Context: an optimization exercise on an open-source flow, tuned for small area, a short achievable clock period and few clock cycles per item. The choices shown serve that exercise and are no tape-out recipe. At most, simulation tests tie the RTL to the original design; equivalence was not proved.

// filter
module filter
 #(parameter DWIDTH = 16,
   parameter DDWIDTH = 2*DWIDTH,
	parameter L = 160,
	parameter L_LOG = 8,
	parameter M = 147,
	parameter M_LOG = 8,
	parameter CWIDTH = 4*L,
	parameter J = 4,
	parameter J_LOG = 2)
  (input clk,
   input rst,
	output req_in,
	input ack_in,
	input signed [0:DWIDTH-1] data_in,
	output req_out,
	input ack_out,
	output signed [0:DWIDTH-1] data_out);
  reg req_in_r, req_out_r;
  reg [15:0] dout;
  assign req_in = req_in_r;
  assign req_out = req_out_r;
  assign data_out = dout;
  wire [15:0] din = data_in;
  reg [15:0] xb, x0, x1, x2, x3;    
  reg xbv;                          
  reg v0, v1, v2, v3;               
  reg [7:0] p;                      
  reg [3:0] o0, o1, o2, o3;         
  reg opb;                          
  reg a1;                           
  reg b1, b2;                       
  reg fb_en;                        
  reg [1:0] nfl;                    
  reg full;                         
  reg spv;                          
  reg pend;                         
  reg [15:0] sp;
  reg [30:0] acc;
  reg [6:0] ac;
  wire [26:0] rom;
  wire rm0 = o0[1] | o0[2];
  wire rm1 = o0[2] | o0[3];
  wire rm2 = o0[1] | o0[2] | o0[3];
  wire rm3 = (o1[0] & rm0) | (o1[1] & rm1) | (o1[2] & rm2) | (o1[3] & rm2);
  wire rm4 = (o1[1] & rm1);
  wire rm5 = o0[3];
  wire rm6 = o0[0] | o0[1] | o0[2];
  wire rm7 = o0[0] | o0[3];
  wire rm8 = o0[0] | o0[1];
  wire rm9 = (o1[0] & rm5) | (o1[1] & rm6) | (o1[2] & rm7) | (o1[3] & rm8);
  wire rm10 = o0[2];
  wire rm11 = (o1[0] & rm8) | (o1[1] & rm10) | (o1[2] & rm2) | (o1[3] & rm6);
  wire rm12 = (o2[0] & rm3) | (o2[1] & rm4) | (o2[2] & rm9) | (o2[3] & rm11);
  wire rm13 = o0[1];
  wire rm14 = (o1[0] & rm5) | (o1[1] & rm7) | (o1[2] & rm13) | (o1[3] & rm6);
  wire rm15 = (o1[0] & rm8) | (o1[1] & rm13) | (o1[2] & rm6) | (o1[3] & rm8);
  wire rm16 = (o1[1] & rm7) | (o1[2] & rm0) | (o1[3] & rm5);
  ...
export LEC_CHECK = 0
export CAP_MARGIN = 20
export CORE_MARGIN = 2
export CORE_UTILIZATION = 40
export CTS_CLUSTER_DIAMETER = 100
export CTS_CLUSTER_SIZE = 25
export PLACE_DENSITY = 0.7
export SLEW_MARGIN = 20
export SYNTH_MEMORY_MAX_BITS = 16384
create_clock -name core_clock -period 10.0 [get_ports {clk}]
standard.sh (not shown) runs the stock make flow with config.mk's settings and CLKGATE_MAP_FILE= SYNTH_SCRIPT=/design/flow/synth_recipe.tcl, a recipe that flattens the netlist after the stock synthesis.
==> flow/flow/run.sh <==
#!/bin/bash
# The standard layout (standard.sh), with these changes:
#  - synthesis skips the quick ABC pass inside Yosys's synth, so the adder
#    trees reach the full-adder extraction as written (same registers);
#  - timing repair aims below the clock period (larger setup margin).
set -euo pipefail
bash standard.sh SYNTH_ARGS=-noabc SETUP_SLACK_MARGIN=6.95 finish > standard_make.log 2>&1
The first run completed without violations.
Testbench counts at the start, summed over its fixed seeds: cycles 10,280, items 5,120.
Change:
--- a/flow/flow/run.sh
+++ b/flow/flow/run.sh
@@ -5,3 +5,3 @@
 #  - timing repair aims below the clock period (larger setup margin).
 set -euo pipefail
-bash standard.sh SYNTH_ARGS=-noabc SETUP_SLACK_MARGIN=6.95 finish > standard_make.log 2>&1
+bash standard.sh SYNTH_ARGS=-noabc SETUP_SLACK_MARGIN=6.9 finish > standard_make.log 2>&1
Settings changed: PLACE_DENSITY 0.7 to not set.
After rerunning: Worst setup slack degrades by 5.9 ps; wire length went down by 3.2%; design area came out lower by 0.85%.
Change:
--- a/flow/flow/run.sh
+++ b/flow/flow/run.sh
@@ -5,3 +5,3 @@
 #  - timing repair aims below the clock period (larger setup margin).
 set -euo pipefail
-bash standard.sh SYNTH_ARGS=-noabc SETUP_SLACK_MARGIN=6.9 finish > standard_make.log 2>&1
+bash standard.sh SYNTH_ARGS=-noabc SETUP_SLACK_MARGIN=7.0 finish > standard_make.log 2>&1
=> Synthesized cell count does not change. Critical path depth fell by 6. Non-clock buffer count rose by 18.
Change:
--- a/flow/flow/run.sh
+++ b/flow/flow/run.sh
@@ -5,3 +5,3 @@
 #  - timing repair aims below the clock period (larger setup margin).
 set -euo pipefail
-bash standard.sh SYNTH_ARGS=-noabc SETUP_SLACK_MARGIN=7.0 finish > standard_make.log 2>&1
+bash standard.sh SYNTH_ARGS=-noabc SETUP_SLACK_MARGIN=6.95 finish > standard_make.log 2>&1
Effect: The changed run produced a clean layout; final area came out lower by 1.8%; clock skew came out lower by 16 ps; register-to-register slack is worse by 50 ps; final cell count came out lower by 0.63%; die area does not change; global-route usage falls by 0.52 points; routed wire length went down by 1.8%; utilization went down by 0.77 points; setup slack degrades by 15 ps.

---

Another version of the RTL of filter (not shown whole).
Size in the first run: ~2,700 cells after synthesis, roughly 270 flip-flops, ~38 I/O pins, about 0.026 mm^2 of cells after synthesis.
export LEC_CHECK = 0
export CAP_MARGIN = 20
export CORE_MARGIN = 2
export CORE_UTILIZATION = 40
export SLEW_MARGIN = 20
export SYNTH_MEMORY_MAX_BITS = 16384
create_clock -name core_clock -period 10.0 [get_ports {clk}]
==> flow/flow/run.sh <==
#!/bin/bash
# Standard layout, with timing repair aiming below the clock period.
set -euo pipefail
bash standard.sh SETUP_SLACK_MARGIN=6.0 finish > standard_make.log 2>&1
The first run ran to the end with no violations.
Rerun with:
==> flow/run.sh (new file) <==
#!/bin/bash
# synth_recipe.tcl (not shown) runs the flow's synth.tcl, then flattens the netlist and writes it again
# the make line also repeats each setting of config.mk as NAME=value (left out here)
make -C /OpenROAD-flow-scripts/flow DESIGN_CONFIG=/design/flow/config.mk WORK_HOME=/design/flow/orfs CLKGATE_MAP_FILE= SYNTH_SCRIPT=/design/flow/synth_recipe.tcl finish
- SETUP_SLACK_MARGIN: default -> 5
removed: flow/flow/run.sh
removed: flow/standard.sh
Fmax decreases by about a fifth.
Area after synthesis is unchanged.
Global-route usage came out higher by 0.17 points.
Final area falls by a few percent.
Final cell count went down slightly.
Core utilization shrinks by 0.92 points.
Clock-buffer cell count fell by 2.
Rerun with:
- ABC_CLOCK_PERIOD_IN_PS: default -> 3000
After rerunning: The changed run ran to the end with no violations; area after synthesis stays the same; count of clock-buffer cells in the layout does not change; worst setup slack is unchanged; design area is unchanged.
Function was not checked in any run of this note: the RTL went through the layout flow alone.

---

v6:
filter, a different RTL version from the one above (not shown whole).
Size in the first run: about 2,600 cells after synthesis, ~38 I/O pins, ~26,000 um2 of cells after synthesis.
==> flow/config.mk <==
export PLATFORM = sky130hd
export DESIGN_NAME = filter
export DESIGN_NICKNAME = filter
export VERILOG_FILES = /design/flow/design.v
export SDC_FILE = /design/flow/constraint.sdc
export NUM_CORES = 4
export LEC_CHECK = 0
export CAP_MARGIN = 20
export CORE_MARGIN = 2
export CORE_UTILIZATION = 40
export CTS_CLUSTER_DIAMETER = 100
export CTS_CLUSTER_SIZE = 25
export SLEW_MARGIN = 20
export SYNTH_MEMORY_MAX_BITS = 16384
==> flow/constraint.sdc <==
create_clock -name core_clock -period 10.0 [get_ports {clk}]
set_input_delay 2.0000 -clock core_clock [delete_from_list [all_inputs] [get_ports {clk}]]
set_output_delay 2.0000 -clock core_clock [all_outputs]
set_load 0.01 [all_outputs]
==> flow/flow/run.sh <==
#!/bin/bash
# The standard layout (standard.sh), with these changes:
#  - synthesis skips the quick ABC pass inside Yosys's synth, so the adder
#    trees reach the full-adder extraction as written (same registers);
#  - timing repair aims below the clock period (larger setup margin).
set -euo pipefail
bash standard.sh SYNTH_ARGS=-noabc SETUP_SLACK_MARGIN=7.0 finish > standard_make.log 2>&1
v6 completed end to end with timing, DRC and antenna clean.
Testbench counts of v6, summed over its fixed seeds: cycles 10,280, items 5,120.
--- input diff v6..v37 ---
-- flow/flow/run.sh --
<<< v6, line 5
#  - timing repair aims below the clock period (larger setup margin).
set -euo pipefail
bash standard.sh SYNTH_ARGS=-noabc SETUP_SLACK_MARGIN=7.0 finish > standard_make.log 2>&1
>>> v37, line 5
#  - timing repair aims below the clock period (larger setup margin).
set -euo pipefail
bash standard.sh SYNTH_ARGS=-noabc SETUP_SLACK_MARGIN=6.9 finish > standard_make.log 2>&1
Results
Of v37 and v6, the higher number of global-route vias before repair belongs to v6. Number of hold violations in the final report came out exactly the same in v37 and v6. Via density per instance: v37 vs v6 — no meaningful difference. Delta (v37 minus v6): non-clock buffer count shows a reduction of 32, total wire length now sits lower.
> inputs changed (v37 -> v48)
- ABC_AREA: unset -> 1
--- outcome ---
v37 ended up with met4 as its highest routed metal layer; v48 ended up with met5. Of v37 and v48, the higher post-CTS repair timing setup buffer count belongs to v48. On synthesized cell count, the higher figure sits with v48, not v37. Summary of v48 over v37: share of final layout cell area taken by non-clock buffers went up; wire length of the first global-routing pass went up; fraction of the cycle the final worst path needs went up. Re setup slack after layout: v48 is 0.099 ns down on v37.

---

filter again, from the RTL that the note above started with.
Design filter, start of the top module:
module filter
 #(parameter DWIDTH = 16,
   parameter DDWIDTH = 2*DWIDTH,
	parameter L = 160,
	parameter L_LOG = 8,
	parameter M = 147,
	parameter M_LOG = 8,
	parameter CWIDTH = 4*L,
	parameter J = 4,
	parameter J_LOG = 2)
  (input clk,
   input rst,
	output req_in,
	input ack_in,
	input signed [0:DWIDTH-1] data_in,
	output req_out,
	input ack_out,
	output signed [0:DWIDTH-1] data_out);
clock: 10.0 ns
lec_check: 0
cap_margin: 20
core_margin: 2
core_utilization: 40
cts_cluster_diameter: 100
cts_cluster_size: 25
slew_margin: 20
synth_memory_max_bits: 16384
==> flow/flow/run.sh <==
#!/bin/bash
# The standard layout (standard.sh), with these changes:
#  - synthesis skips the quick ABC pass inside Yosys's synth, so the adder
#    trees reach the full-adder extraction as written (same registers);
#  - timing repair aims below the clock period (larger setup margin).
set -euo pipefail
bash standard.sh SYNTH_ARGS=-noabc SETUP_SLACK_MARGIN=6.9 MATCH_CELL_FOOTPRINT=0 finish > standard_make.log 2>&1
Testbench counts at the start, summed over its fixed seeds: cycles 10,280, items 5,120.
==> next run, changes <==
--- a/flow/flow/run.sh
+++ b/flow/flow/run.sh
@@ -7 +7 @@
-bash standard.sh SYNTH_ARGS=-noabc SETUP_SLACK_MARGIN=6.9 MATCH_CELL_FOOTPRINT=0 finish > standard_make.log 2>&1
+bash standard.sh SYNTH_ARGS=-noabc SETUP_SLACK_MARGIN=6.95 finish > standard_make.log 2>&1
What happened:
- utilization barely changes
- maximum frequency went up slightly
- worst hold slack improved by 0.011 ns
- first-iteration DRC count rises by a few percent
- worst setup slack is better by 0.029 ns
- final area is about the same
- die area stays the same
- global-route usage rises by 0.30 points
- wire length grows by a few percent

port drivers added, routing unchanged:
In the flow no input, the clock included, has a driving cell. The finished layouts below were timed again as built, in two steps.
Step 1, drivers: a clkbuf_16 drives clk and a buf_2 each remaining input, both assumed.
Step 2, shift: input delay + t, output delay - t, t = (earliest + latest rising clock arrival at the registers) / 2. This alone moves slack from input paths to output paths.
a / b / c = ideal ports / drivers / drivers and shift; a / b = the first two.
| run | shift t [ns] | slack for setup (ns) | worst data-port slew with drivers (ns) | pins driven straight from the clock port |
|---|---|---|---|---|
| the first run of note 1 | 0.600 | 6.914 / 6.882 / 6.450 | 0.05 | 1 |
| the second run of note 1 | 0.599 | 6.908 / 6.899 / 6.444 | 0.04 | 1 |
| the third run of note 1 | 0.605 | 6.962 / 6.903 / 6.478 | 0.04 | 1 |
| the fourth run of note 1 | 0.596 | 6.947 / 6.890 / 6.487 | 0.05 | 1 |
| the first run of note 2 | 0.638 | 5.986 / 5.986 / 5.680 | 0.05 | 1 |
| the second run of note 2 | 0.641 | 5.210 / 5.210 / 5.210 | 0.05 | 1 |
| the third run of note 2 | 0.641 | 5.210 / 5.210 / 5.210 | 0.05 | 1 |
| v6 | 0.641 | 6.889 / 6.824 / 6.480 | 0.05 | 1 |
| v37 | 0.615 | 6.925 / 6.863 / 6.421 | 0.05 | 1 |
| v48 | 0.610 | 6.826 / 6.768 / 6.397 | 0.04 | 1 |
| the first run of note 4 | 0.621 | 6.881 / 6.836 / 6.407 | 0.05 | 1 |
| the second run of note 4 | 0.619 | 6.910 / 6.848 / 6.440 | 0.04 | 1 |
After both steps setup and hold are still met in every run listed. For v37, which loses most, drivers alone change the setup slack by -0.062 ns; drivers and shift together by -0.504 ns.
